Context: an optimization exercise on an open-source flow, tuned for small area, a short achievable clock period and few clock cycles. The choices shown serve that exercise and are no tape-out recipe. The RTL was checked by simulation tests, not by an equivalence proof against the original design. No activity file was given, so power comes from the tool's default toggle rates.

$ cat design.v
`timescale 1ns/1ps
module cpu (
    input  wire        clk,
    input  wire        reset,
    output wire [31:0] imem_addr,
    input  wire [31:0] imem_data,
    output wire [3:0]  dmem_we,
    output wire [11:2] dmem_addr,
    output wire [31:0] dmem_wdata,
    input  wire [31:0] dmem_rdata
);
    reg  [31:0] pc;
    wire [31:0] pc4 = pc + 32'd4;
    wire        redirect;
    wire [31:0] redirect_pc;
    wire [31:0] f_tgt;
    wire        f_pred;
    assign imem_addr = pc;
    always @(posedge clk or posedge reset) begin
        if (reset)
            pc <= 32'h0;
        else
            pc <= redirect ? redirect_pc : f_pred ? f_tgt : pc4;
    end
    wire [31:0] in = imem_data;
    wire [4:0]  opc = in[6:2];
    wire [2:0]  f3 = in[14:12];
    wire f_lui    = (opc == 5'b01101);
    wire f_auipc  = (opc == 5'b00101);
    wire f_jal    = (opc == 5'b11011);
    wire f_jalr   = (opc == 5'b11001);
    wire f_branch = (opc == 5'b11000);
    wire f_load   = (opc == 5'b00000);
    wire f_store  = (opc == 5'b01000);
    wire f_opimm  = (opc == 5'b00100);
    wire f_op     = (opc == 5'b01100);
    wire f_alu    = f_op | f_opimm;
    wire f_wr     = (f_lui | f_auipc | f_jal | f_jalr | f_load | f_alu) && (in[11:7] != 5'd0);
    reg [31:0] f_imm;
    always @(*) begin
        if (f_lui | f_auipc)
            f_imm = {in[31:12], 12'b0};
        else if (f_jal)
            f_imm = {{12{in[31]}}, in[19:12], in[20], in[30:21], 1'b0};
        else if (f_branch)
            f_imm = {{20{in[31]}}, in[7], in[30:25], in[11:8], 1'b0};
        else if (f_store)
            f_imm = {{21{in[31]}}, in[30:25], in[11:7]};
        else
            f_imm = {{21{in[31]}}, in[30:20]};
    end
    assign f_tgt  = pc + f_imm;
    assign f_pred = f_jal | (f_branch & in[31]);
    reg  [31:0] rf [1:31];
    wire [4:0]  f_rs1 = in[19:15];
    wire [4:0]  f_rs2 = in[24:20];
    reg         x_wr, w_wr;
    reg  [4:0]  x_rd, w_rd;
    reg  [31:0] w_data;
    wire [31:0] x_res;
    wire [31:0] f_rv1 = (f_rs1 == 5'd0) ? 32'h0 :
                        (w_wr && f_rs1 == w_rd) ? w_data : rf[f_rs1];
    wire [31:0] f_rv2 = (f_rs2 == 5'd0) ? 32'h0 :
                        (w_wr && f_rs2 == w_rd) ? w_data : rf[f_rs2];
    wire        byp1 = x_wr && (f_rs1 == x_rd);
    wire        byp2 = x_wr && (f_rs2 == x_rd);
    wire        f_use2 = f_op | f_branch | f_store;
    reg [31:0] x_rv1, x_opb, x_imm, x_alt;
    reg [2:0]  x_f3;
    reg        x_sub, x_sra, x_pred;
    reg        x_jalr, x_branch, x_store;
    reg        s_add, s_sll, s_slt, s_sltu, s_xor, s_sr, s_or, s_and, s_ld, s_alt;
    always @(posedge clk or posedge reset) begin
        if (reset) begin
            x_jalr <= 1'b0; x_branch <= 1'b0; x_store <= 1'b0; x_wr <= 1'b0;
        end else if (redirect) begin
            x_jalr <= 1'b0; x_branch <= 1'b0; x_store <= 1'b0; x_wr <= 1'b0;
        end else begin
            x_jalr <= f_jalr; x_branch <= f_branch; x_store <= f_store; x_wr <= f_wr;
        end
    end
    always @(posedge clk) begin
        x_rv1 <= byp1 ? x_res : f_rv1;
        x_opb <= !f_use2 ? f_imm : byp2 ? x_res : f_rv2;
        x_imm <= f_imm;
        x_alt <= (f_pred | f_jalr) ? pc4 : f_lui ? f_imm : f_tgt;
        x_pred <= f_pred;
        x_rd <= in[11:7];
        x_f3 <= f3;
        x_sub <= f_op & in[30];
        x_sra <= in[30];
        s_add  <= f_alu & (f3 == 3'd0);
        s_sll  <= f_alu & (f3 == 3'd1);
        s_slt  <= f_alu & (f3 == 3'd2);
        s_sltu <= f_alu & (f3 == 3'd3);
        s_xor  <= f_alu & (f3 == 3'd4);
        s_sr   <= f_alu & (f3 == 3'd5);
        s_or   <= f_alu & (f3 == 3'd6);
        s_and  <= f_alu & (f3 == 3'd7);
        s_ld   <= f_load;
        s_alt  <= f_lui | f_auipc | f_jal | f_jalr;
    end
    wire [31:0] a = x_rv1;
    wire [31:0] b = x_opb;
    wire        eq  = (a == b);
    wire        ltu = (a < b);
    wire        lt  = (a[31] ^ b[31]) ? a[31] : ltu;
    wire [31:0] addsub = x_sub ? (a - b) : (a + b);
    wire [31:0] sll = a << b[4:0];
    wire [31:0] srx = $signed({x_sra & a[31], a}) >>> b[4:0];
    wire [31:0] agu = a + x_imm;
    reg taken;
    always @(*) begin
        case (x_f3)
            3'd0: taken = eq;
            3'd1: taken = ~eq;
            3'd4: taken = lt;
            3'd5: taken = ~lt;
            3'd6: taken = ltu;
            default: taken = ~ltu;
        endcase
    end
    assign redirect = x_jalr | (x_branch & (taken ^ x_pred));
    assign redirect_pc = x_jalr ? {agu[31:1], 1'b0} : x_alt;
    wire [1:0] bo = agu[1:0];
    assign dmem_addr = agu[11:2];
    assign dmem_we = !x_store ? 4'b0000 :
                     (x_f3[1:0] == 2'd0) ? (4'b0001 << bo) :
                     (x_f3[1:0] == 2'd1) ? (bo[1] ? 4'b1100 : 4'b0011) : 4'b1111;
    assign dmem_wdata = (x_f3[1:0] == 2'd0) ? {4{b[7:0]}} :
                        (x_f3[1:0] == 2'd1) ? {2{b[15:0]}} : b;
    wire [7:0]  lbyte = bo[1] ? (bo[0] ? dmem_rdata[31:24] : dmem_rdata[23:16])
                              : (bo[0] ? dmem_rdata[15:8]  : dmem_rdata[7:0]);
    wire [15:0] lhalf = bo[1] ? dmem_rdata[31:16] : dmem_rdata[15:0];
    reg  [31:0] ldata;
    always @(*) begin
        case (x_f3[1:0])
            2'd0: ldata = {{24{lbyte[7] & ~x_f3[2]}}, lbyte};
            2'd1: ldata = {{16{lhalf[15] & ~x_f3[2]}}, lhalf};
            default: ldata = dmem_rdata;
        endcase
    end
    assign x_res = ({32{s_add}}  & addsub) |
                   ({32{s_sll}}  & sll) |
                   {31'b0, s_slt & lt} |
                   {31'b0, s_sltu & ltu} |
                   ({32{s_xor}}  & (a ^ b)) |
                   ({32{s_sr}}   & srx) |
                   ({32{s_or}}   & (a | b)) |
                   ({32{s_and}}  & (a & b)) |
                   ({32{s_ld}}   & ldata) |
                   ({32{s_alt}}  & x_alt);
    always @(posedge clk or posedge reset) begin
        if (reset)
            w_wr <= 1'b0;
        else
            w_wr <= x_wr;
    end
    always @(posedge clk) begin
        w_rd <= x_rd;
        w_data <= x_res;
    end
    integer i;
    always @(posedge clk) begin
        for (i = 1; i < 32; i = i + 1)
            if (w_wr && w_rd == i)
                rf[i] <= w_data;
    end
endmodule
$ cat run.sh
#!/bin/bash
# synth_recipe.tcl (not shown) runs the flow's synth.tcl, then flattens the netlist and writes it again
# the make line also repeats each setting of config.mk as NAME=value (left out here)
make -C /OpenROAD-flow-scripts/flow DESIGN_CONFIG=/design/flow/config.mk WORK_HOME=/design/flow/orfs CLKGATE_MAP_FILE= SYNTH_SCRIPT=/design/flow/synth_recipe.tcl finish
$ cat config.mk
export PLATFORM = sky130hd
export DESIGN_NAME = cpu
export DESIGN_NICKNAME = cpu
export VERILOG_FILES = /design/flow/design.v
export SDC_FILE = /design/flow/constraint.sdc
export NUM_CORES = 4
export LEC_CHECK = 0
export CAP_MARGIN = 20
export CORE_MARGIN = 2
export CORE_UTILIZATION = 40
export SETUP_SLACK_MARGIN = 5
export SLEW_MARGIN = 20
$ cat constraint.sdc
create_clock -name core_clock -period 10.0 [get_ports {clk}]
set_input_delay 2.0000 -clock core_clock [delete_from_list [all_inputs] [get_ports {clk}]]
set_output_delay 2.0000 -clock core_clock [all_outputs]
set_load 0.01 [all_outputs]
==> qor.yml, run 1 <==
status:
  outcome: "complete, no violations"
worst_hold_path:
  whs_endpoint: "w_rd[0]"
  hp-start: "x_rd[0]"
  hold_path.class: "flop to flop"
  worstHoldPathCells: 0
sta:
  slew_viol_final: 0
  slew_headroom_pct: 18.2
  rsz0062_at_grt: "yes"
  hold_viol_final: 0
  tightest_slew_ps: 1220
  setup_viol: 0
  hold_ws_ps: 413
  finalWorstSetupSlack_ps: 4760
  fin_setup_tns_ps: 0
  fin_worst_skew_ps: 40.2
  fin_crit_ps: 5240
  fmax_mhz: 191
  finalCritPeriodShare_pct: 52.4
pwr:
  swShare_pct: 32.8
  clockPowerShare_pct: 33.6
  p_int_mw: 10.2
  powerDensity_nw_per_um2: 206
  pwr-share-seq_pct: 41.5
  p_switching_mw: 4.97
  irDropWorstVdd_uv: 178
  p_leak_nw: 25.5
  pwr-share-comb_pct: 24.8
cts:
  htree_levels: 4
  clk_pin_slew_ps: 60
  clock-sinks: 1215
  cts_buffers: 131
  hold_buffers: 0
  clock_latency_ps: 790
  cts_root_buf: "clkbuf_16"
  cts_buffer_depth: 3
  cts_tree: "built"
global_route:
  met3_usage_pct: 16.1
  met2_usage_pct: 56.3
  grt_pass1_wl_mm: 434
  grt-busiest-layer: "met2"
  grt_start_max_net_pins: 54
  grt_use_total_pct: 39.1
  overflow: 0
  gr-usage-met1_pct: 46.9
  antenna_found_initial: 18
  grt_pass1_vias: 53600
logic_synthesis:
  ys_seq_area_share_pct: 55.1
  syn_nets: 5717
  ys.flop_type: "edfxtp_1"
  synth_top_area_share_pct: 47.6
  yosysTopAreaCell: "edfxtp_1"
  async_reset_ff_share_pct: 3.05
  avgSynthCellArea_sq_um: 11.4
  yosysUniqueCellTypes: 95
  synth_area_sq_um: 62500
  synth-seq-cells: 1215
  synth_edf_count: 992
  yosysWarnings: 34
  netlist_instances: 5487
  ys_top_cells_by_area: "edfxtp_1, dfxtp_1, a22oi_1"
detailed_routing:
  vias_per_cell: 7.44
  firstDrtPassIters: 14
  ant_nets: 0
  totalWireLength_mm: 323
  vias: 58300
  drc: 0
  drt-initial-drc-count: 13100
  avgRoutedWirePerCell_microns: 41.3
die:
  core_sq_um: 156000
  die_h_microns: 399
  start_util_pct: 40.2
  std_cell_rows: 145
  fp.dieArea_sq_um: 159000
  ioPinCount: 144
  fp.dieW_microns: 399
placement:
  gp_congestion: 1.04
  dp_slack_ps: 3050
  io_buffers: 141
  dp_hpwl_mm: 190
cells_and_area:
  area_growth_pct: 17.5
  regArea_sq_um: 34500
  drive_gt1_share_pct: 15.6
  multi_input_area_sq_um: 27500
  nFillCells: 14000
  nets: 5890
worst_setup_path:
  critPathTopFamily: "simple AND/OR/NAND/NOR gates"
  startpoint: "imem_data[22]"
  crit_path_max_fanout: 22
  crit_chain: "dlymetal6s2s_1 > buf_12 > nand3b_1 > nor2_4 > buf_4 > a22oi_1 > nand4_1 > nor4_1 > nor3_1 > a21oi_1 > o221ai_1 > o21a_1"
  start_kind: "primary input"
  endpoint_kind: "flop"
  critPathBufInv: 3
  slowest_stage: "nor3_1"
  timing.rr.start: "x_opb[4]"
  crit_type: "primary input to flop"
  reg2reg_depth: 15
  required_ps: 10720
  r2r_setup_slack_ps: 5060
  slowest_delay_ps: 690
  reg2reg_to: "x_opb[31]"
  cp_data_arrival_time_ps: 5960
run:
  maxCapViolCount: 0
[power by group through the flow]
stage / registers (mW) / clock network [mW] / logic [mW]
finish: 6.30 / 5.09 / 3.77
global route: 6.30 / 5.28 / 3.98
CTS: 6.27 / 5.07 / 3.53
detailed placement: 6.37 / 0 / 3.36
global placement: 6.37 / 0 / 3.35
floorplan: 6.16 / 0 / 2.18
[cells in the mapped netlist (20+ instances only)]
| cell | instances |
|---|---|
| mux4_2 | 74 |
| nand2b_1 | 29 |
| inv_1 | 140 |
| mux2i_1 | 61 |
| dfxtp_1 | 186 |
| nor2_1 | 451 |
| a22oi_1 | 479 |
| or3_1 | 24 |
| a221o_1 | 20 |
| a211oi_1 | 23 |
| nor4_1 | 25 |
| a21o_1 | 44 |
| dfrtp_1 | 37 |
| nand4_1 | 183 |
| nand3_1 | 85 |
| buf_1 | 54 |
| xor2_1 | 58 |
| a221oi_1 | 238 |
| o211ai_1 | 31 |
| a31oi_1 | 24 |
| o21a_1 | 28 |
| nand2_1 | 405 |
| nor3_1 | 99 |
| edfxtp_1 | 992 |
| a22o_1 | 185 |
| a21oi_1 | 248 |
| o21ai_0 | 223 |
| xnor2_1 | 74 |
| nor2b_1 | 24 |
| o22ai_1 | 66 |
| a222oi_1 | 61 |
| ha_1 | 160 |
| clkbuf_1 | 323 |
| o21bai_1 | 21 |
[worst max path at each step]
stage	end	cells after the start	slack, ps
after global placement	pc[28]	16	3070
after floorplan	pc[14]	19	4770
final	x_opb[9]	12	4760
after global routing	x_alt[30]	20	4940
after CTS	dmem_addr[8]	9	4970
after detailed placement	pc[31]	14	3050
[repair_timing]
item                                    in CTS  in global routing
setup buffers                               81                 44
endpoints found under the setup margin     139                 89
pin swaps                                   68                 54
gates resized for setup                    178                 68
cloned                                       1                  3
[logic make-up (layout without fill, tap and decap cells)]
kind of cell | after synthesis | in the layout | synth area share (%)
adders and majority gates | 164 | 164 | 3.33
DFF | 1215 | 1215 | 55.1
AOI/OAI and AO/OA | 1860 | 1860 | 21.9
other | 0 | 14 | 0
xor gates and xnor gates | 132 | 132 | 1.85
muxes | 139 | 139 | 3.74
and+or+nand+nor | 1428 | 1429 | 10.7
buffers and inverters | 549 | 827 | 3.43
[registers in the layout, summed over array words and instances, names as in the netlist, 3 cells and up]
register / flops
x_imm: 32
w_rd: 5
x_opb: 32
x_f3: 3
pc: 32
x_rd: 5
w_data: 32
rf: 992
x_alt: 32
x_rv1: 32
[worst reg2reg max path: stages (launching register included)]
cell      delay [ps]
dfxtp_2          320
buf_6            360
clkinv_1         140
buf_4            260
ha_1             530
o211ai_1         170
a211o_1          340
a311o_1          410
a21oi_2          350
o21ai_0          260
a21oi_1          340
nor3_1            90
a211oi_1         410
xnor2_1          180
o211ai_1         280
a221o_1          410
[cell usage in the layout, fill, tap and decap left out, types with 183 or more instances in the layout]
cell | Yosys | routed
o21ai_0 | 223 | 210
a22o_1 | 185 | 185
nand4_1 | 183 | 183
nor2_1 | 451 | 355
buf_4 | 10 | 281
nand2_1 | 405 | 391
a22oi_1 | 479 | 479
a21oi_1 | 248 | 230
edfxtp_1 | 992 | 992
a221oi_1 | 238 | 233
[metal layers]
metal,vias to the layer above,share of wire [%]
met5,-,0.18
met4,30,9.8
met3,1878,16
met2,6375,41
met1,27700,33
li1,22300,-
[stage by stage]
step / total power, mW / cells / area, sq um / utilization [%]
after CTS: 14.9 / 7777 / 72700 / 46.7
after detailed placement: 9.74 / 7456 / 67200 / 43.2
after global placement: 9.72 / 7456 / 67200 / 43.2
after floorplan: 8.34 / 5487 / 62800 / -
final: 15.2 / 7838 / 73500 / 47.2
after global routing: 15.6 / 7829 / 73500 / 47.2
[cell type report]
type | instances | area share (%)
Inverter | 142 | 0.725
Timing Repair Buffer | 446 | 5.30
Antenna cell | 14 | 0.0477
Tap cell | 2058 | 3.50
Clock buffer | 167 | 4.84
Sequential cell | 1215 | 46.9
Clock inverter | 72 | 1.17
Multi-Input combinational cell | 3724 | 37.5
Testbench counts, summed over its fixed seeds: cycles 87,314.
==> run 2, diff against run 1 <==
--- a/design.v
+++ b/design.v
@@ -50,7 +50,9 @@
             f_imm = {{21{in[31]}}, in[30:20]};
     end
     assign f_tgt  = pc + f_imm;
-    assign f_pred = f_jal | (f_branch & in[31]);
+    wire   f_same = (in[19:15] == in[24:20]);
+    wire   f_bdir = f_same ? ~(f3[0] ^ f3[2]) : in[31];
+    assign f_pred = f_jal | (f_branch & f_bdir);
     reg  [31:0] rf [1:31];
     wire [4:0]  f_rs1 = in[19:15];
     wire [4:0]  f_rs2 = in[24:20];
@@ -65,7 +67,8 @@
     wire        byp1 = x_wr && (f_rs1 == x_rd);
     wire        byp2 = x_wr && (f_rs2 == x_rd);
     wire        f_use2 = f_op | f_branch | f_store;
-    reg [31:0] x_rv1, x_opb, x_imm, x_alt;
+    reg [31:0] x_rv1, x_opb, x_alt;
+    reg [11:0] x_imm;
     reg [2:0]  x_f3;
     reg        x_sub, x_sra, x_pred;
     reg        x_jalr, x_branch, x_store;
@@ -82,7 +85,7 @@
     always @(posedge clk) begin
         x_rv1 <= byp1 ? x_res : f_rv1;
         x_opb <= !f_use2 ? f_imm : byp2 ? x_res : f_rv2;
-        x_imm <= f_imm;
+        x_imm <= f_imm[11:0];
         x_alt <= (f_pred | f_jalr) ? pc4 : f_lui ? f_imm : f_tgt;
         x_pred <= f_pred;
         x_rd <= in[11:7];
@@ -106,9 +109,15 @@
     wire        ltu = (a < b);
     wire        lt  = (a[31] ^ b[31]) ? a[31] : ltu;
     wire [31:0] addsub = x_sub ? (a - b) : (a + b);
-    wire [31:0] sll = a << b[4:0];
-    wire [31:0] srx = $signed({x_sra & a[31], a}) >>> b[4:0];
-    wire [31:0] agu = a + x_imm;
+    function [31:0] rev(input [31:0] v);
+        integer k;
+        for (k = 0; k < 32; k = k + 1) rev[k] = v[31-k];
+    endfunction
+    wire [31:0] shin = s_sll ? rev(a) : a;
+    wire [31:0] shr = $signed({x_sra & ~s_sll & a[31], shin}) >>> b[4:0];
+    wire [31:0] sll = rev(shr);
+    wire [31:0] srx = shr;
+    wire [31:0] agu = a + {{20{x_imm[11]}}, x_imm};
     reg taken;
     always @(*) begin
         case (x_f3)
==> run 2 against run 1 <==
  * Still clean
  * Via count shrank 1.5%
  * First-iteration DRC count shrank 2.3%
  * Cell count fell by 0.42%
  * Clock power is 5.5% lower
  * Sequential power shrank 1%
  * Clock skew is 18 ps higher
  * Design area decreased by 2.4%
  * Non-clock buffer count fell by 17
  * Synthesized area decreased by 1.8%
  * Core utilization decreased by 0.097 points
  * Critical path type unchanged
  * Critical endpoint is now x_opb[16]
  * Largest power group unchanged
==> qor.yml, run 2 <==
placement:
  gp_congestion: 1.03  # -1.6%
  dp_hpwl_mm: 189  # -0.59%
  io_buffers: 141  # unchanged
  place_area_sq_um: 66100  # -1.6%
  place_inst: 7466  # +0.13%
logic_synthesis:
  netlist_instances: 5500  # +0.24%
  ys_top_cells_by_area: "edfxtp_1, a22oi_1, dfxtp_1"
  ys.flop_type: "edfxtp_1"
  synth_area_sq_um: 61400  # -1.8%
  yosysMostFrequentCell: "edfxtp_1"
  synth_edf_count: 992  # unchanged
  yosysUniqueCellTypes: 85  # -11%
  yosysTopAreaCell: "edfxtp_1"
  avgSynthCellArea_sq_um: 11.2  # -2.0%
  async_reset_ff_share_pct: 3.10  # +0.051 points
  ys_seq_area_share_pct: 55.4  # +0.36 points
  synth_top_area_share_pct: 48.5  # +0.87 points
  yosysWarnings: 34  # unchanged
  synth-seq-cells: 1195  # -1.6%
  ys_top_cells_by_count: "edfxtp_1, a22oi_1, nor2_1, nand2_1, a21oi_1"
  syn_nets: 5729  # +0.21%
cts:
  cts_buffer_depth: 3  # unchanged
  clk_pin_slew_ps: 60  # about the same
  hold_buffers: 0  # unchanged
  clock_latency_ps: 790  # about the same
  cts_root_buf: "clkbuf_16"
  cts_tree: "built"
  htree_levels: 3  # -1
  clock-sinks: 1195  # -1.6%
  cts_buffers: 121  # -7.6%
die:
  start_util_pct: 40.3  # +0.16 points
  die_h_microns: 396  # -0.89%
  fp.dieArea_sq_um: 157000  # -1.8%
  ioPinCount: 144  # unchanged
  fp.dieW_microns: 396  # -0.89%
  std_cell_rows: 143  # -1.4%
  core_sq_um: 152000  # -2.2%
detailed_routing:
  drt-initial-drc-count: 12800  # -2.3%
  ant_nets: 0  # unchanged
  firstDrtPassIters: 13  # -1
  vias: 57400  # -1.5%
  avgRoutedWirePerCell_microns: 40.7  # -1.4%
  drc: 0  # unchanged
  vias_per_cell: 7.35  # -1.1%
  totalWireLength_mm: 318  # -1.8%
sta:
  fmax_mhz: 194  # +1.7%
  fin_setup_tns_ps: 0  # unchanged
  slew_viol_final: 0  # unchanged
  rsz0062_at_grt: "yes"
  finalCritPeriodShare_pct: 51.5  # -0.89 points
  fin_crit_ps: 5150  # -89.1 ps
  fin_worst_skew_ps: 58.5  # +18.3 ps
  hold_viol_final: 0  # unchanged
  setup_viol: 0  # unchanged
  slew_headroom_pct: 21.1  # +2.9 points
  tightest_slew_ps: 1180  # -42.4 ps
cells_and_area:
  largest_register_ffs: 992  # unchanged
  final_util_pct: 47.1  # -0.097 points
  drive_gt1_share_pct: 14.2  # -1.4 points
  area_growth_pct: 16.8
  final_cell_mix: "edfxtp_1, a22oi_1, nand2_1"
  fin_cells: 7805  # -0.42%
  top_register: "rf"
  layout_commonest_cell: "edfxtp_1"
  nets: 5883  # -0.12%
  stdcell_area_sq_um: 71700  # -2.4%
  nFillCells: 13700  # -1.6%
status:
  outcome: "complete, no violations"
worst_setup_path:
  timing.rr.start: "x_opb[2]"
  start_kind: "primary input"
  reg2reg_to: "x_opb[28]"
  reg2reg_depth: 13  # -2
  r2r_setup_slack_ps: 5080  # +20 ps
  endpoint_kind: "flop"
  cp_data_arrival_time_ps: 5830  # -130 ps
  crit_type: "primary input to flop"
  required_ps: 10680  # -40 ps
  crit_path_max_fanout: 12  # -45%
pwr:
  p_leak_nw: 24.7  # -3.3%
  powerDensity_nw_per_um2: 203  # -1.6%
  finalPower_mw: 14.6  # -3.9%
  irDropWorstVdd_uv: 155  # -13%
worst_hold_path:
  hp-start: "x_rd[3]"
  worstHoldPathCells: 0  # unchanged
  hold_path.class: "flop to flop"
  whs_endpoint: "w_rd[3]"
run:
  maxCapViolCount: 0  # unchanged
global_route:
  antenna_found_initial: 15  # -3
  grt_pass1_wl_mm: 426  # -1.9%
  grt_pass1_vias: 52700  # -1.7%
  grt_use_total_pct: 38.9  # -0.18 points
  grt_start_max_net_pins: 65  # +20%
  overflow: 0  # unchanged
==> run 2: cell types whose count changed after synthesis, moves of 20 or more <==
cell      previous run  this run
dfxtp_1            186       166
nor3_1              99       121
mux4_2              74        45
a22o_1             185        11
a211oi_1            23        45
a221oi_1           238        39
a21oi_1            248       340
clkbuf_1           323       294
o22ai_1             66        28
a22oi_1            479       852
nor2_1             451       412
==> run 2: repair_timing <==
action,4_1_cts,5_1_grt
gates cloned,0,1
gates resized for setup,128,104
pin swaps,42,29
buffers inserted,62,31
setup endpoints to repair,137,75
==> run 2: worst max-delay path by stage <==
stage	startpoint	cells past startpoint	endpoint	slack, ps
2_1_floorplan	imem_data[2]	16	pc[17]	5010
3_3_place_gp	imem_data[5]	18	pc[30]	3200
3_5_place_dp	imem_data[5]	18	pc[30]	3200
4_1_cts	imem_data[5]	17	pc[30]	4990
5_1_grt	imem_data[24]	14	x_opb[19]	4710
6_report	imem_data[20]	12	x_opb[16]	4850
==> run 2: cell type report <==
class                      count  area (sq um)  share of cell area (%)
inverter                     138           519                   0.724
antenna                       15          37.5                  0.0523
clock inverter                80           938                    1.31
tap                         2030          2540                    3.54
multi-input combinational   3769         26600                    37.1
sequential                  1195         34100                    47.5
timing repair buffer         429          3740                    5.22
clock buffer                 149          3220                    4.49
==> run 2: through the flow <==
stage / hold WS [ps] / setup WS, ps
4_1_cts: 414 / 4990
5_1_grt: 423 / 4710
6_report: 411 / 4850
3_3_place_gp: 390 / 3200
2_1_floorplan: 373 / 5010
3_5_place_dp: 394 / 3200
==> run 2: per-layer routing <==
layer	vias up	GRT usage [%]	wire, microns
met4	16	27.4	29200
li1	22100	-	-
met3	1676	16.9	53600
met2	6128	54.8	128000
met5	-	0.585	279
met1	27500	47.6	107000
==> run 2: logic make-up (layout without fill, tap and decap cells) <==
| kind of cell | after synthesis | in the layout | synth area share [%] |
|---|---|---|---|
| adder cells (fa/ha/maj) | 163 | 163 | 3.37 |
| other | 0 | 15 | 0 |
| AO/OA/AOI/OAI | 1928 | 1928 | 22.0 |
| AND/OR/NAND/NOR | 1426 | 1427 | 11.0 |
| multiplexers | 107 | 107 | 2.69 |
| XOR/XNOR | 144 | 144 | 2.05 |
| flip-flops | 1195 | 1195 | 55.4 |
| buffers and inverters | 537 | 796 | 3.43 |
==> run 2: where the power goes <==
| group | leakage (nW) | internal [mW] | switching, mW |
|---|---|---|---|
| registers | 11.1 | 5.70 | 0.534 |
| logic | 11.6 | 1.38 | 2.15 |
| clock network | 2.01 | 2.69 | 2.11 |
| total | 24.7 | 9.77 | 4.79 |
==> run 2: critical path, cell delays in order <==
cell	delay (ps)
clkdlybuf4s50_1	460
buf_4	320
nand2_2	350
nor2_4	710
buf_4	450
a22oi_1	160
nand4_1	160
nor3_1	70
nor3_1	470
a21oi_1	140
nor2_1	320
a221o_1	160
Testbench counts of run 2, summed over its fixed seeds: cycles 86,159.
==> run 3, diff against run 2 <==
--- a/config.mk
+++ b/config.mk
@@ -10,3 +10,4 @@
 export CORE_UTILIZATION = 40
 export SETUP_SLACK_MARGIN = 5
 export SLEW_MARGIN = 20
+export TNS_END_PERCENT = 5
==> run 3 against run 2 <==
  * Critical endpoint is now x_opb[6]
  * Largest cell class unchanged
  * Clock power increased by 4%
  * Clock skew up 5.8 ps
  * Design area shrank 0.48%
==> qor.yml, run 3 <==
global_route:
  grt_use_total_pct: 39.2  # +0.28 points
  grt_pass1_vias: 52600  # -0.12%
  overflow: 0  # unchanged
  antenna_found_initial: 12  # -3
  grt_pass1_wl_mm: 430  # +0.90%
  grt_start_max_net_pins: 55  # -15%
placement:
  dp_hpwl_mm: 189  # about the same
  io_buffers: 141  # unchanged
  gp_congestion: 1.00  # -2.6%
pwr:
  powerDensity_nw_per_um2: 206  # +1.3%
  clockPowerShare_pct: 33.9  # +0.9 points
  p_int_mw: 9.82  # +0.50%
  p_leak_nw: 24.5  # -0.61%
  swShare_pct: 33.1  # +0.23 points
  irDropWorstVdd_uv: 181  # +16%
  pwr-share-seq_pct: 42.7  # about the same
  pwr-share-comb_pct: 23.4  # -0.8 points
  p_switching_mw: 4.87  # +1.5%
cells_and_area:
  top_register: "rf"
  final_cell_mix: "edfxtp_1, a22oi_1, nand2_1"
  nets: 5847  # -0.61%
  layout_commonest_cell: "edfxtp_1"
  drive_gt1_share_pct: 13.2  # -1.0 points
  largest_register_ffs: 992  # unchanged
  final_util_pct: 46.9  # -0.23 points
  area_growth_pct: 16.3
die:
  std_cell_rows: 143  # unchanged
  die_h_microns: 396  # unchanged
  ioPinCount: 144  # unchanged
  fp.dieArea_sq_um: 157000  # unchanged
  core_sq_um: 152000  # unchanged
  fp.dieW_microns: 396  # unchanged
  start_util_pct: 40.3  # unchanged
detailed_routing:
  ant_nets: 0  # unchanged
  met3WireLength_mm: 51.1  # -4.8%
  routed.top_layer: "met5"
  totalWireLength_mm: 319  # +0.45%
  drc: 0  # unchanged
  drt-initial-drc-count: 12700  # -1.4%
  firstDrtPassIters: 8  # -5
  vias: 56800  # -1.1%
  met1_length_mm: 106  # -0.93%
  vias_per_cell: 7.33  # -0.40%
  wl_met2_mm: 131  # +2.7%
  avgRoutedWirePerCell_microns: 41.1  # +1.1%
worst_setup_path:
  required_ps: 10710  # +30 ps
  crit_path_max_fanout: 19  # +7
  crit_type: "primary input to flop"
  critPathBufInv: 3  # unchanged
  slowest_delay_ps: 620  # -90 ps
  slowest_stage: "or3b_2"
  critPathTopFamily: "simple AND/OR/NAND/NOR gates"
  endpoint_kind: "flop"
  crit_chain: "clkdlybuf4s50_1 > buf_4 > or3b_2 > nor2_4 > buf_4 > a22oi_1 > and4_1 > nand4_1 > or4_1 > o21ai_0 > o21ai_1 > a22oi_1 > a21oi_1"
  start_kind: "primary input"
  cp_data_arrival_time_ps: 6120  # +290 ps
logic_synthesis:
  synth_edf_count: 992  # unchanged
  yosysTopAreaCell: "edfxtp_1"
  synth-seq-cells: 1195  # unchanged
  ys_top_cells_by_area: "edfxtp_1, a22oi_1, dfxtp_1"
  yosysUniqueCellTypes: 85  # unchanged
  yosysMostFrequentCell: "edfxtp_1"
  ys_seq_area_share_pct: 55.4  # unchanged
  synth_area_sq_um: 61400  # unchanged
  async_reset_ff_share_pct: 3.10  # unchanged
  netlist_instances: 5500  # unchanged
  ys_top_cells_by_count: "edfxtp_1, a22oi_1, nor2_1, nand2_1, a21oi_1"
  avgSynthCellArea_sq_um: 11.2  # unchanged
  synth_top_area_share_pct: 48.5  # unchanged
  syn_nets: 5729  # unchanged
  yosysWarnings: 34  # unchanged
  ys.flop_type: "edfxtp_1"
sta:
  hold_ws_ps: 409  # -2.03 ps
  hold_viol_final: 0  # unchanged
  rsz0062_at_grt: "yes"
  fin_setup_tns_ps: 0  # unchanged
  fin_crit_ps: 5410  # +260 ps
  finalCritPeriodShare_pct: 54.1  # +2.6 points
  fin_worst_skew_ps: 64.3  # +5.80 ps
  fmax_mhz: 185  # -4.8%
  tightest_slew_ps: 1200  # +14.8 ps
  slew_headroom_pct: 20.1  # -0.99 points
  setup_viol: 0  # unchanged
  slew_viol_final: 0  # unchanged
status:
  outcome: "complete, no violations"
run:
  maxCapViolCount: 0  # unchanged
cts:
  cts_tree: "built"
  clock-sinks: 1195  # unchanged
  cts_root_buf: "clkbuf_16"
  clock_latency_ps: 800  # about the same
  clk_pin_slew_ps: 70  # about the same
  cts_buffers: 132  # +9.1%
  htree_levels: 4  # +1
  cts_buffer_depth: 3  # unchanged
worst_hold_path:
  hold_path.class: "flop to flop"
==> run 3: cell counts after synthesis <==
Identical to the previous run, type by type.
==> run 3: timing repair <==
item / 4_1_cts / 5_1_grt
gates cloned: 2 / 0
pin swaps: 31 / 14
hold buffers: 0 / 0
buffers inserted: 48 / 13
setup endpoints to repair: 155 / 121
resized for setup: 114 / 50
==> run 3: cell families after synthesis <==
group	share of synthesized area, %
AOI/OAI and AO/OA	22.0
and+or+nand+nor	11.0
DFF	55.4
buffers and inverters	3.43
adders and majority gates	3.37
xor gates and xnor gates	2.05
muxes	2.69
==> run 3: final timing paths <==
path,start,to,slack [ps],cells past startpoint
min reg2reg,x_rd[0],w_rd[0],410,0
min,x_rd[0],w_rd[0],410,0
max in group asynchronous,reset,pc[26],7610,2
max,imem_data[21],x_opb[6],4590,13
min in group asynchronous,reset,pc[3],1750,2
max reg2reg,x_opb[3],pc[16],4890,14
==> run 3: layer usage <==
metal	global-route usage [%]	vias up
met5	0	-
met4	29.0	6
met3	15.1	1642
met2	56.6	5915
met1	47.5	27200
li1	-	22000
==> run 3: layout make-up <==
class                      count  area, sq um
antenna                        4         10.0
clock buffer                 170         3650
clock inverter                66          737
fill                       13700        80900
inverter                     138          522
multi-input combinational   3770        26500
sequential                  1195        34100
tap                         2030         2540
timing repair buffer         381         3350
==> run 3: worst reg2reg max path, delay by kind of cell, from the launching register on <==
kind	cells	cell delay [ps]
compound gates	5	1740
fa+ha+maj	1	550
buf+inv	3	990
flops	1	320
mux	2	690
simple gates	3	660
==> run 3: stage by stage <==
step	power, mW	setup slack, ps	cell area [sq um]	cells
floorplan	8.13	4980	61500	5500
global placement	9.51	3250	65900	7450
detailed placement	9.54	3210	65900	7450
CTS	14.5	4730	71100	7736
global route	15.1	4780	71400	7750
finish	14.7	4590	71400	7754
==> run 3: power by group through the flow <==
stage               registers (mW)  clock network [mW]  logic, mW
floorplan                     6.06                   0       2.07
global placement              6.33                   0       3.18
detailed placement            6.33                   0       3.20
CTS                           6.23                4.97       3.29
global route                  6.25                5.16       3.66
finish                        6.26                4.98       3.44
==> run 4, diff against run 3 <==
==> flow/run.sh (new file) <==
#!/bin/bash
# The standard layout (standard.sh: the standard synthesis, floorplan,
# placement, CTS and routing, with the standard flow's clock, constraints and settings),
# run with a tighter setup repair target than config.mk can set: the repair
# aims at 6 ns of slack, and only on the worst 5% of the failing endpoints,
# so that it sizes the critical paths without growing every near-critical one.
# make's output goes to flow_make.log; each ORFS step logs under orfs/logs.
set -euo pipefail
bash standard.sh SETUP_SLACK_MARGIN=6 TNS_END_PERCENT=5 finish > flow_make.log 2>&1
==> standard.sh (new file) <==
#!/bin/bash
# synth_recipe.tcl (not shown) runs the flow's synth.tcl, then flattens the netlist and writes it again
# the make line also repeats each setting of config.mk as NAME=value (left out here)
make -C /OpenROAD-flow-scripts/flow DESIGN_CONFIG=/design/flow/config.mk WORK_HOME=/design/flow/orfs CLKGATE_MAP_FILE= SYNTH_SCRIPT=/design/flow/synth_recipe.tcl "${@:-finish}"
--- a/config.mk
+++ b/config.mk
@@ -8,6 +8,4 @@
 export CAP_MARGIN = 20
 export CORE_MARGIN = 2
 export CORE_UTILIZATION = 40
-export SETUP_SLACK_MARGIN = 5
 export SLEW_MARGIN = 20
-export TNS_END_PERCENT = 5
removed: run.sh
==> run 4 against run 3 <==
  * First-iteration DRC count fell by 2.0%
  * Via count rose by 2.0%
  * Die area did not move
  * Highest routed layer unchanged
  * Combinational power rose by 9.9%
  * Worst hold slack improved by 18 ps
  * Largest power group unchanged
  * Setup slack improved by 500 ps
  * Global-route usage rose by 0.18 points
  * Design area rose by 3.7%
  * Non-clock buffer count rose by 150
  * Clock power barely moved
==> qor.yml, run 4 <==
global_route:
  antenna_found_initial: 19  # +7
  grt_pass1_wl_mm: 432  # +0.57%
  grt_start_max_net_pins: 65  # +18%
  grt_pass1_vias: 53800  # +2.2%
  grt_use_total_pct: 39.4  # +0.18 points
  overflow: 0  # unchanged
detailed_routing:
  drc: 0  # unchanged
  vias_per_cell: 7.33  # about the same
  firstDrtPassIters: 12  # +4
  ant_nets: 0  # unchanged
  drt-initial-drc-count: 12400  # -2.0%
  avgRoutedWirePerCell_microns: 40.6  # -1.3%
  totalWireLength_mm: 321  # +0.63%
  vias: 57900  # +2.0%
logic_synthesis:
  syn_nets: 5729  # unchanged
  yosysTopAreaCell: "edfxtp_1"
  yosysMostFrequentCell: "edfxtp_1"
  ys.flop_type: "edfxtp_1"
  synth_top_area_share_pct: 48.5  # unchanged
  avgSynthCellArea_sq_um: 11.2  # unchanged
  netlist_instances: 5500  # unchanged
  ys_seq_area_share_pct: 55.4  # unchanged
  synth_area_sq_um: 61400  # unchanged
  synth-seq-cells: 1195  # unchanged
  yosysWarnings: 34  # unchanged
  ys_top_cells_by_count: "edfxtp_1, a22oi_1, nor2_1, nand2_1, a21oi_1"
  async_reset_ff_share_pct: 3.10  # unchanged
  yosysUniqueCellTypes: 85  # unchanged
  ys_top_cells_by_area: "edfxtp_1, a22oi_1, dfxtp_1"
  synth_edf_count: 992  # unchanged
sta:
  slew_viol_final: 0  # unchanged
  fmax_mhz: 204  # +10%
  fin_setup_tns_ps: 0  # unchanged
  fin_worst_skew_ps: 54.3  # -9.96 ps
  rsz0062_at_grt: "yes"
  setup_viol: 0  # unchanged
  tightest_slew_ps: 1210  # +14.4 ps
  hold_viol_final: 0  # unchanged
  slew_headroom_pct: 19.1  # -0.96 points
  finalCritPeriodShare_pct: 49.1  # -5.0 points
  fin_crit_ps: 4910  # -501 ps
pwr:
  irDropWorstVdd_uv: 191  # +5.6%
  p_int_mw: 10.0  # +2.2%
  clockPowerShare_pct: 33.1  # -0.8 points
  pwr-share-seq_pct: 41.7  # -1.0 points
  pwr-share-comb_pct: 25.2  # +1.8 points
  finalPower_mw: 15.0  # +2.2%
  p_leak_nw: 25.6  # +4.3%
  swShare_pct: 33.1  # about the same
  p_switching_mw: 4.97  # +2.2%
  powerDensity_nw_per_um2: 203  # -1.4%
cells_and_area:
  fin_cells: 7909  # +2.0%
  layout_commonest_cell: "edfxtp_1"
  nets: 5997  # +2.6%
  largest_register_ffs: 992  # unchanged
  top_register: "rf"
  final_cell_mix: "edfxtp_1, a22oi_1, nand2_1"
  area_growth_pct: 20.5
  drive_gt1_share_pct: 17.5  # +4.3 points
placement:
  place_inst: 7449  # -0.013%
  io_buffers: 141  # unchanged
  gp_congestion: 1.02  # +1.7%
  dp_hpwl_mm: 188  # -0.51%
worst_setup_path:
  timing.rr.start: "x_rv1[0]"
  start_kind: "flop"
  crit_type: "flop to output pin"
  crit_path_max_fanout: 23  # +4
  startpoint: "x_f3[0]"
  cp_data_arrival_time_ps: 2910  # -3210 ps
  required_ps: 8000  # -2710 ps
  endpoint_kind: "output pin"
cts:
  hold_buffers: 0  # unchanged
  cts_buffer_depth: 3  # unchanged
  clk_pin_slew_ps: 60  # about the same
  cts_buffers: 132  # unchanged
  cts_tree: "built"
  cts_root_buf: "clkbuf_16"
  clock_latency_ps: 800  # about the same
  clock-sinks: 1195  # unchanged
  htree_levels: 4  # unchanged
die:
  start_util_pct: 40.3  # unchanged
  ioPinCount: 144  # unchanged
  fp.dieArea_sq_um: 157000  # unchanged
  die_h_microns: 396  # unchanged
  core_sq_um: 152000  # unchanged
  fp.dieW_microns: 396  # unchanged
  std_cell_rows: 143  # unchanged
status:
  outcome: "complete, no violations"
worst_hold_path:
  hold_path.class: "flop to flop"
  hp-start: "x_rd[2]"
run:
  maxCapViolCount: 0  # unchanged
run 4: cell counts after synthesis:
No cell type changed its count.
run 4: path summary, 6_finish.rpt:
kind,slack [ps],cells after the start,endpoint
max in group asynchronous,7610,2,w_wr
min in group asynchronous,1760,2,pc[10]
max reg2reg,5280,14,x_opb[26]
max,5090,4,dmem_wdata[26]
min,430,0,w_rd[2]
min reg2reg,430,0,w_rd[2]
run 4: layout make-up:
class	count	area, sq um
multi-input cells	3770	27400
well taps	2030	2540
flip-flops and latches	1195	34100
clock inverters	61	797
inverters	138	528
clock buffers	174	3560
repair buffers	531	5030
fillers	13500	78300
diodes	10	25.0
run 4: layer usage:
layer  up-vias  part of all wire [%]  track usage [%]
met1     27800                    33             47.3
met4        20                    10             29.1
met3      1817                    16             14.9
li1      22300                     -                -
met2      6029                    41             57.4
met5         -                 0.070            0.493
run 4: critical path, cell delays in order (launching register included):
cell and delay (ps):
dfxtp_1 310, buf_4 400, mux2i_1 190, o21ai_0 540, clkdlybuf4s50_1 670
run 4: power by group through the flow:
stage / Sequential (mW) / Clock [mW] / Combinational (mW)
2_1_floorplan: 6.06 / 0 / 2.12
3_3_place_gp: 6.31 / 0 / 3.25
3_5_place_dp: 6.32 / 0 / 3.27
4_1_cts: 6.22 / 4.95 / 3.56
5_1_grt: 6.25 / 5.16 / 4.00
6_report: 6.26 / 4.97 / 3.78
run 4: timing repair:
item	in CTS	in global routing
buffers inserted	148	58
gates resized for setup	337	179
cloned	6	3
setup endpoints to repair	201	194
pin swaps	112	40
run 4: cell families after synthesis:
group	Yosys count	synth area share (%)
buffers and inverters	537	3.43
XOR/XNOR	144	2.05
AND/OR/NAND/NOR	1426	11.0
multiplexers	107	2.69
adder cells (fa/ha/maj)	163	3.37
flip-flops	1195	55.4
AO/OA/AOI/OAI	1928	22.0
run 4: per-stage QoR:
step | utilization, % | cell area [sq um] | setup WS [ps] | hold WS, ps
after floorplan | - | 61700 | 5160 | 373
after global placement | 43.4 | 66100 | 3430 | 399
after detailed placement | 43.4 | 66100 | 3400 | 407
after CTS | 47.8 | 72800 | 5210 | 418
after global routing | 48.6 | 74000 | 5110 | 429
final | 48.6 | 74000 | 5090 | 426
==> run 5, diff against run 4 <==
==> flow/run.sh (replaced) <==
#!/bin/bash
# The standard layout (standard.sh: the standard synthesis, floorplan,
# placement, CTS and routing, with the standard flow's clock, constraints and settings)
# with these changes to how the resizer works:
#  - setup repair aims at 6 ns of slack, on the worst 5% of failing endpoints,
#    so it works on the critical paths without growing every other one;
#  - sizing may swap a gate for one of another footprint (the platform allows
#    only same-footprint swaps, which keeps weak gates on critical paths);
#  - the port buffers are plain buf_4 cells instead of the clock delay buffers
#    the resizer picks by default (which then could only be resized to other
#    delay cells). Every port still gets its own buffer.
# make's output goes to flow_make.log; each ORFS step logs under orfs/logs.
set -euo pipefail
bash standard.sh SETUP_SLACK_MARGIN=6 TNS_END_PERCENT=5 MATCH_CELL_FOOTPRINT=0 \
    "BUFFER_PORTS_ARGS=-buffer_cell sky130_fd_sc_hd__buf_4" finish > flow_make.log 2>&1
==> run 5 against run 4 <==
  * Still clean
  * Design area shrank 1.6%
  * First-iteration DRC count grew 2.1%
  * Core utilization shrank 0.76 points
  * Via count shrank 0.80%
  * Largest cell class unchanged
==> qor.yml, run 5 <==
global_route:
  overflow: 0  # unchanged
  antenna_found_initial: 7  # -12
  grt_start_max_net_pins: 64  # -1.5%
  grt_use_total_pct: 39.2  # -0.17 points
  grt_pass1_wl_mm: 430  # -0.55%
  grt_pass1_vias: 53500  # -0.52%
logic_synthesis:
  ys_top_cells_by_count: "edfxtp_1, a22oi_1, nor2_1, nand2_1, a21oi_1"
  synthAdderAreaFrac_pct: 3.37  # unchanged
  ys.flop_type: "edfxtp_1"
  ys_top_cells_by_area: "edfxtp_1, a22oi_1, dfxtp_1"
  muxShareOfSynthArea_pct: 2.69  # unchanged
  async_reset_ff_share_pct: 3.10  # unchanged
  synth_xor_area_share_pct: 2.05  # unchanged
  synth-seq-cells: 1195  # unchanged
  synth_top_area_share_pct: 48.5  # unchanged
  yosysTopAreaCell: "edfxtp_1"
  netlist_instances: 5500  # unchanged
  yosysWarnings: 34  # unchanged
  synth_top_family_by_area: "compound AO/OA/AOI/OAI gates"
  synth_edf_count: 992  # unchanged
  syn_nets: 5729  # unchanged
  ys_seq_area_share_pct: 55.4  # unchanged
  synth_area_sq_um: 61400  # unchanged
  synth_simple_gate_area_share_pct: 11.0  # unchanged
  avgSynthCellArea_sq_um: 11.2  # unchanged
  yosysMostFrequentCell: "edfxtp_1"
  synth-compound-area-share_pct: 22.0  # unchanged
  yosysUniqueCellTypes: 85  # unchanged
pwr:
  p_switching_mw: 4.95  # -0.55%
  swShare_pct: 33.2  # about the same
  irDropWorstVdd_uv: 168  # -12%
  finalPower_mw: 14.9  # -0.58%
  powerDensity_nw_per_um2: 205  # +0.99%
  p_leak_nw: 25.3  # -1.3%
  p_int_mw: 9.97  # -0.59%
  clockPowerShare_pct: 33.4  # +0.3 points
  pwr-share-seq_pct: 42.1  # +0.4 points
  pwr-share-comb_pct: 24.5  # -0.7 points
die:
  fp.dieW_microns: 396  # unchanged
  std_cell_rows: 143  # unchanged
  die_h_microns: 396  # unchanged
  ioPinCount: 144  # unchanged
  start_util_pct: 40.3  # unchanged
  core_sq_um: 152000  # unchanged
  fp.dieArea_sq_um: 157000  # unchanged
worst_setup_path:
  start_kind: "primary input"
  crit_type: "primary input to flop"
  timing.rr.start: "x_rv1[9]"
  critPathTopFamily: "simple AND/OR/NAND/NOR gates"
  r2r_setup_slack_ps: 5210  # -70 ps
  slowest_stage: "buf_4"
  slowest_delay_ps: 680  # about the same
  endpoint_kind: "flop"
  crit_chain: "buf_6 > or3b_2 > nor2_4 > buf_4 > a22oi_1 > and4_1 > nand4_1 > or4_1 > o21ai_0 > o21ai_0 > a22oi_1 > a21oi_1"
  crit_path_max_fanout: 21  # -8.7%
  critPathBufInv: 2  # unchanged
  reg2reg_to: "x_opb[26]"
  reg2reg_depth: 12  # -2
  required_ps: 10710  # +2710 ps
  cp_data_arrival_time_ps: 5830  # +2920 ps
detailed_routing:
  firstDrtPassIters: 14  # +2
  avgRoutedWirePerCell_microns: 40.9  # +0.72%
  drc: 0  # unchanged
  vias: 57500  # -0.80%
  ant_nets: 0  # unchanged
  totalWireLength_mm: 320  # -0.18%
  met1_length_mm: 106  # +0.42%
  routed.top_layer: "met5"
  wl_met2_mm: 131  # -0.91%
  vias_per_cell: 7.33  # about the same
  met3WireLength_mm: 53.4  # +3.9%
  drt-initial-drc-count: 12700  # +2.1%
sta:
  fin_worst_skew_ps: 66.3  # +12.0 ps
  slew_viol_final: 0  # unchanged
  slew_headroom_pct: 20.3  # +1.2 points
  fmax_mhz: 195  # -4.3%
  tightest_slew_ps: 1190  # -17.3 ps
  fin_crit_ps: 5130  # +221 ps
  hold_viol_final: 0  # unchanged
  rsz0062_at_grt: "yes"
  fin_setup_tns_ps: 0  # unchanged
  finalCritPeriodShare_pct: 51.3  # +2.2 points
  setup_viol: 0  # unchanged
cells_and_area:
  drive_gt1_share_pct: 18.2  # +0.66 points
  nets: 5932  # -1.1%
  top_register: "rf"
  final_util_pct: 47.9  # -0.76 points
  fin_cells: 7838  # -0.90%
  largest_register_ffs: 992  # unchanged
  layout_commonest_cell: "edfxtp_1"
  final_cell_mix: "edfxtp_1, a22oi_1, buf_4"
  area_growth_pct: 18.7
status:
  outcome: "complete, no violations"
worst_hold_path:
  hold_path.class: "flop to flop"
  hp-start: "x_rd[3]"
  worstHoldPathCells: 0  # unchanged
  whs_endpoint: "w_rd[3]"
cts:
  cts_buffers: 130  # -1.5%
  clock_latency_ps: 800  # about the same
  clock-sinks: 1195  # unchanged
  clk_pin_slew_ps: 60  # about the same
  htree_levels: 4  # unchanged
  cts_tree: "built"
  cts_buffer_depth: 3  # unchanged
  cts_root_buf: "clkbuf_16"
run:
  maxCapViolCount: 0  # unchanged
placement:
  io_buffers: 141  # unchanged
  place_inst: 7450  # +0.013%
  gp_congestion: 1.02  # about the same
  dp_hpwl_mm: 188  # about the same
-- run 5: worst reg2reg max path: stages (launching register included) --
cell       delay, ps
dfxtp_2          620
inv_1             90
ha_1             460
a21o_1           240
a311o_1          370
a2111o_1         420
a221oi_2         460
o41ai_2          220
a211oi_1         290
nor3_1           100
xnor2_1          510
o2111ai_2        420
a221o_1          480
-- run 5: stage by stage --
step	hold slack (ps)	instance area (sq um)	worst slack, ps
after floorplan	373	61700	5160
after global placement	389	65700	3720
after detailed placement	389	65700	3660
after CTS	401	71800	5120
after global routing	413	72800	5040
final	402	72900	4870
-- run 5: cell type report --
type	instances	area (sq um)
tap	2030	2540
fill	13500	79400
sequential	1195	34100
clock inverter	75	892
multi-input combinational	3774	27200
clock buffer	157	3480
inverter	138	524
timing repair buffer	464	4140
antenna	5	12.5
-- run 5: logic make-up after synthesis --
family	Yosys count
simple gates	1426
mux	107
compound gates	1928
buf+inv	537
flops	1195
xor+xnor	144
fa+ha+maj	163
-- run 5: worst max-delay path by stage --
stage,from,endpoint,slack (ps),cells after the start
detailed placement,imem_data[20],x_opb[25],3660,12
finish,imem_data[24],x_opb[6],4870,12
CTS,x_rv1[0],dmem_addr[10],5120,8
global placement,imem_data[20],x_opb[25],3720,12
floorplan,imem_data[5],pc[26],5160,17
global route,x_rv1[0],dmem_addr[10],5040,8
-- run 5: per-layer routing --
metal,track usage [%],up-vias
li1,-,22200
met1,47.3,27600
met2,56.5,5993
met3,16.3,1687
met4,27.7,20
met5,0.647,-
-- run 5: power groups by stage --
stage	logic, mW	registers [mW]	clock network, mW
6_report	3.65	6.29	4.98
4_1_cts	3.46	6.25	4.96
3_3_place_gp	3.22	6.34	0
2_1_floorplan	2.12	6.06	0
5_1_grt	3.87	6.28	5.18
3_5_place_dp	3.24	6.34	0
-- run 5: timing repair --
item                                    4_1_cts  5_1_grt
hold buffers                                  0        0
endpoints found under the setup margin      190      189
setup buffers                                78       60
pin swaps                                    67       32
gates resized for setup                     198      126
cloned                                        8        4

## what the ideal ports hide
In the flow no input, the clock included, has a driving cell. The finished layouts below were timed again as built, in two steps.
Step 1 assumes that a clkbuf_16 drives the clock port and a buf_2 every other input.
Step 2 times the ports against the registers' clock, not the clock port: input delays grow and output delays shrink by t, the midpoint of the rising clock arrivals with the driver on.
a / b / c = ideal ports / drivers / drivers and shift; a / b = the first two.
| run | shift t [ns] | setup slack, ns | hold slack, ns | worst register clock-pin slew, ns | worst data-port slew with drivers (ns) |
|---|---|---|---|---|---|
| run 1 | 0.861 | 4.762 / 4.701 / 3.840 | 0.413 / 0.413 / 0.413 | 0.08 / 0.08 | 0.17 |
| run 2 | 0.842 | 4.851 / 4.888 / 4.047 | 0.411 / 0.411 / 0.411 | 0.07 / 0.07 | 0.11 |
| run 3 | 0.853 | 4.592 / 4.618 / 3.765 | 0.409 / 0.409 / 0.409 | 0.07 / 0.07 | 0.15 |
| run 4 | 0.875 | 5.093 / 4.992 / 4.515 | 0.426 / 0.426 / 0.426 | 0.07 / 0.07 | 0.20 |
| run 5 | 0.846 | 4.872 / 4.913 / 4.067 | 0.402 / 0.402 / 0.402 | 0.07 / 0.07 | 0.07 |
After both steps setup and hold are still met in every run listed. The setup slack of run 1, which loses most, moves by -0.061 ns with the drivers and by -0.922 ns with both steps.
